This design comes from an exercise in tuning for small area, a short achievable clock period and few clock cycles per item on the open sky130 flow, not from production work.
Where RTL was checked, it was by simulation tests only, not by an equivalence proof against the original.

Setup of job 101:
Design aes_top, start of the top module:
module aes_top (
    input          clk,
    input          rst_n,
    input          start,
    input  [127:0] plaintext,
    input  [127:0] cipher_key,
    output [127:0] ciphertext,
    output         done
);
    reg  [15:0]  idle;      
    reg          done_q;    
    reg  [7:0]   rc;        
    reg  [127:0] r_q;       
    reg  [127:0] k_q;       
    wire [15:0]  idle_next;
    wire         done_next;
    wire [7:0]   rc_next;
    wire [127:0] kin_n, k_next, x_n, sb;
    wire [31:0]  s;
    aes_controller u_ctrl (.idle(idle), .done(done_q), .start(start), .rc(rc),
                           .idle_next(idle_next), .done_next(done_next),
                           .rc_next(rc_next));
    assign done = done_q;
    mux128_n      u_km (.s(idle), .a(k_q), .b(cipher_key), .y_n(kin_n));
    key_sbox      u_ks (.w_n(kin_n[31:0]), .s(s));
    key_expansion u_kx (.kin_n(kin_n), .s(s), .rc(rc), .k_next(k_next));
    aes_datapath  u_dp (.idle(idle), .r(r_q), .k(k_q), .plaintext(plaintext),
                        .cipher_key(cipher_key), .x_n(x_n));
    subbytes      u_sb (.x_n(x_n), .y(sb));
    shiftrows_addkey u_ct (.r(r_q), .k(k_q), .y(ciphertext));
    always @(posedge clk) begin
        r_q <= sb;
        k_q <= k_next;
    end
    always @(posedge clk or negedge rst_n) begin
        if (!rst_n) begin
            idle   <= 16'hffff;
            done_q <= 1'b0;
            rc     <= 8'h01;
        end else begin
            idle   <= idle_next;
            done_q <= done_next;
            rc     <= rc_next;
        end
    end
  ...
For scale: roughly 4600 cells after synthesis, about 390 I/O pins, roughly 38000 µm² of cells after synthesis.
clock: 7.0 ns
lec_check: 0
abc_area: 0
cap_margin: 20
core_margin: 2
core_utilization: 40
setup_slack_margin: 1.75
slew_margin: 20
synth_hierarchical: 1
synth_minimum_keep_size: 0
standard.sh (not shown) runs the stock make flow with config.mk's settings and CLKGATE_MAP_FILE= SYNTH_SCRIPT=/design/flow/synth_recipe.tcl, a recipe that flattens the netlist after the stock synthesis.
==> flow/flow/run.sh <==
#!/bin/bash
# The standard layout (standard.sh) with two changes:
#  - every input and output port gets a buf_1 as its port buffer instead of
#    the default clkdlybuf4s50_1;
#  - no timing repair at floorplan (REMOVE_ABC_BUFFERS=1): its wire-load
#    estimates are pessimistic; timing is repaired after placement instead.
set -euo pipefail
bash standard.sh "BUFFER_PORTS_ARGS=-buffer_cell sky130_fd_sc_hd__buf_1" \
  REMOVE_ABC_BUFFERS=1 finish > layout.log 2>&1
> inputs changed (job 101 -> job 102)
Settings: swapping 1.75 for 0.75 in SETUP_SLACK_MARGIN.
Notes after the runs:
Job 102 completed every stage of the flow, and the final layout passed the timing, design-rule and antenna checks. Relative to job 101, the fmax of job 102 is lower by 13%. Higher number of setup buffers added after CTS goes to job 101 over job 102. Between job 101 and job 102, the flow reports sum of met2 wire segment lengths after detailed routing decreasing by a little under 10%.
No run of this note included a check of the RTL's function; only the layout flow was run.

Another version of the RTL of aes_top (not shown whole).
Size: roughly 4600 cells after synthesis.
Design aes_top, start of the top module:
module aes_top (
    input          clk,
    input          rst_n,
    input          start,
    input  [127:0] plaintext,
    input  [127:0] cipher_key,
    output [127:0] ciphertext,
    output         done
);
    reg  [15:0]  idle;      
    reg          done_q;    
    reg  [7:0]   rc;        
    reg  [127:0] r_q;       
    reg  [127:0] k_q;       
    wire [15:0]  idle_next;
    wire         done_next;
    wire [7:0]   rc_next;
    wire [127:0] kin_n, k_next, x_n, sb;
    wire [31:0]  s;
    aes_controller u_ctrl (.idle(idle), .done(done_q), .start(start), .rc(rc),
                           .idle_next(idle_next), .done_next(done_next),
                           .rc_next(rc_next));
    assign done = done_q;
    mux128_n      u_km (.s(idle), .a(k_q), .b(cipher_key), .y_n(kin_n));
    key_sbox      u_ks (.w_n(kin_n[31:0]), .s(s));
    key_expansion u_kx (.kin_n(kin_n), .s(s), .rc(rc), .k_next(k_next));
    aes_datapath  u_dp (.idle(idle), .r(r_q), .k(k_q), .plaintext(plaintext),
                        .cipher_key(cipher_key), .x_n(x_n));
    subbytes      u_sb (.x_n(x_n), .y(sb));
    shiftrows_addkey u_ct (.r(r_q), .k(k_q), .y(ciphertext));
    always @(posedge clk) begin
        r_q <= sb;
        k_q <= k_next;
    end
    always @(posedge clk or negedge rst_n) begin
        if (!rst_n) begin
            idle   <= 16'hffff;
            done_q <= 1'b0;
            rc     <= 8'h01;
        end else begin
            idle   <= idle_next;
            done_q <= done_next;
            rc     <= rc_next;
        end
    end
endmodule
clock: 7.0 ns
lec_check: 0
abc_area: 0
cap_margin: 20
core_margin: 2
core_utilization: 40
setup_slack_margin: 1.25
slew_margin: 20
synth_hierarchical: 1
synth_minimum_keep_size: 0
Scripts as last shown in full above: flow/flow/run.sh
Testbench counts at the start, summed over its fixed seeds: cycles 5,632, blocks 512.
Change:
==> flow/flow/run.sh (replaced) <==
#!/bin/bash
# The standard layout (standard.sh) with three changes:
#  - every input and output port gets a buf_1 as its port buffer instead of
#    the default clkdlybuf4s50_1;
#  - no timing repair at floorplan (REMOVE_ABC_BUFFERS=1): its wire-load
#    estimates are pessimistic; timing is repaired after placement instead;
#  - clock tree synthesis without dummy loads.
set -euo pipefail
bash standard.sh "BUFFER_PORTS_ARGS=-buffer_cell sky130_fd_sc_hd__buf_1" \
  REMOVE_ABC_BUFFERS=1 \
  "CTS_ARGS=-sink_clustering_enable -repair_clock_nets -sink_clustering_size 40 -sink_clustering_max_diameter 80 -dont_use_dummy_load" \
  finish > layout.log 2>&1
Settings changed: CTS_CLUSTER_DIAMETER set to 80, CTS_CLUSTER_SIZE set to 40, PLACE_DENSITY set to 0.8.
Result: Worst setup slack gains 0.082 ns; critical path depth does not change; global-route usage falls by 1.1 points; final area shrinks by about 2.2%; utilization goes down by 1.0 points; area after synthesis is unchanged; first-iteration DRC count falls by about 1.2%; via count goes up by 0.33%.
Change:
==> flow/flow/run.sh (replaced) <==
#!/bin/bash
# The standard layout (standard.sh) with two changes:
#  - every input and output port gets a buf_1 as its port buffer instead of
#    the default clkdlybuf4s50_1;
#  - no timing repair at floorplan (REMOVE_ABC_BUFFERS=1): its wire-load
#    estimates are pessimistic; timing is repaired after placement instead.
set -euo pipefail
bash standard.sh "BUFFER_PORTS_ARGS=-buffer_cell sky130_fd_sc_hd__buf_1" \
  REMOVE_ABC_BUFFERS=1 finish > layout.log 2>&1
Settings changed: CORE_UTILIZATION 40 to 55, CTS_CLUSTER_DIAMETER 80 to not set, CTS_CLUSTER_SIZE 40 to not set, PLACE_DENSITY 0.8 to 0.75.
The new run finished with timing, DRC and antenna clean.
Wire length drops by a few percent.
Global-route usage climbs by 9.4 points.
Design area hardly moves.
Via count climbs slightly.
Core utilization climbs by 18 points.
Area after synthesis stays the same.
Register-to-register slack got worse by 0.08 ns.
Clock-buffer cell count climbs by 23.
Change:
Settings changed: CORE_UTILIZATION 55 to 40, CTS_CLUSTER_DIAMETER set to 80, CTS_CLUSTER_SIZE set to 40, PLACE_DENSITY 0.75 to 0.8.
Maximum frequency is higher by about 0.8%.
Flip-flop and latch count does not change.
Worst hold slack is better by 0.0047 ns.
First-iteration DRC count shrinks by about 8%.
Final area climbs by about 0.5%.
Clock-buffer cell count went down by 19.
Wire length grows by 3.8%.
Via count drops by 0.64%.
Setup slack gets better by 0.045 ns.
Synthesized cell count stays the same.

==> static timing again, ports no longer ideal <==
Ports are ideal in the flow. The routed layouts listed here were re-timed in OpenROAD.
Step 1: set_driving_cell puts a clkbuf_16 on clk and a buf_2 on each other input, an assumption about the parent block.
Step 2 adds t to the input delays and takes it off the output delays; t is the mean of the earliest and latest rising clock arrival at the registers after step 1. Input paths then give back, and output paths get back, about the clock's delay inside the block.
a / b / c = ideal ports / drivers / drivers and shift; a / b = the first two.
run | shift t [ns] | setup WS [ns] | worst hold slack (ns) | worst setup path at the end | slew at the worst register clock pin (ns)
job 101 | 0.618 | 1.822 / 1.822 / 1.270 | 0.570 / 0.570 / 0.570 | input to register | 0.07 / 0.07
job 102 | 0.617 | 1.029 / 1.029 / 0.484 | 0.575 / 0.575 / 0.575 | input to register | 0.07 / 0.07
the first run of note 2 | 0.633 | 1.357 / 1.401 / 0.768 | 0.581 / 0.581 / 0.581 | input to register | 0.06 / 0.06
the second run of note 2 | 0.621 | 1.439 / 1.439 / 0.870 | 0.579 / 0.579 / 0.579 | input to register | 0.09 / 0.09
the third run of note 2 | 0.611 | 1.361 / 1.361 / 0.837 | 0.574 / 0.574 / 0.574 | input to register | 0.07 / 0.07
the fourth run of note 2 | 0.649 | 1.407 / 1.407 / 0.808 | 0.579 / 0.579 / 0.579 | input to register | 0.09 / 0.09
After both steps setup and hold are still met in every run listed. The setup slack of the fourth run of note 2, which loses most, moves by 0.000 ns with the drivers and by -0.599 ns with both steps.
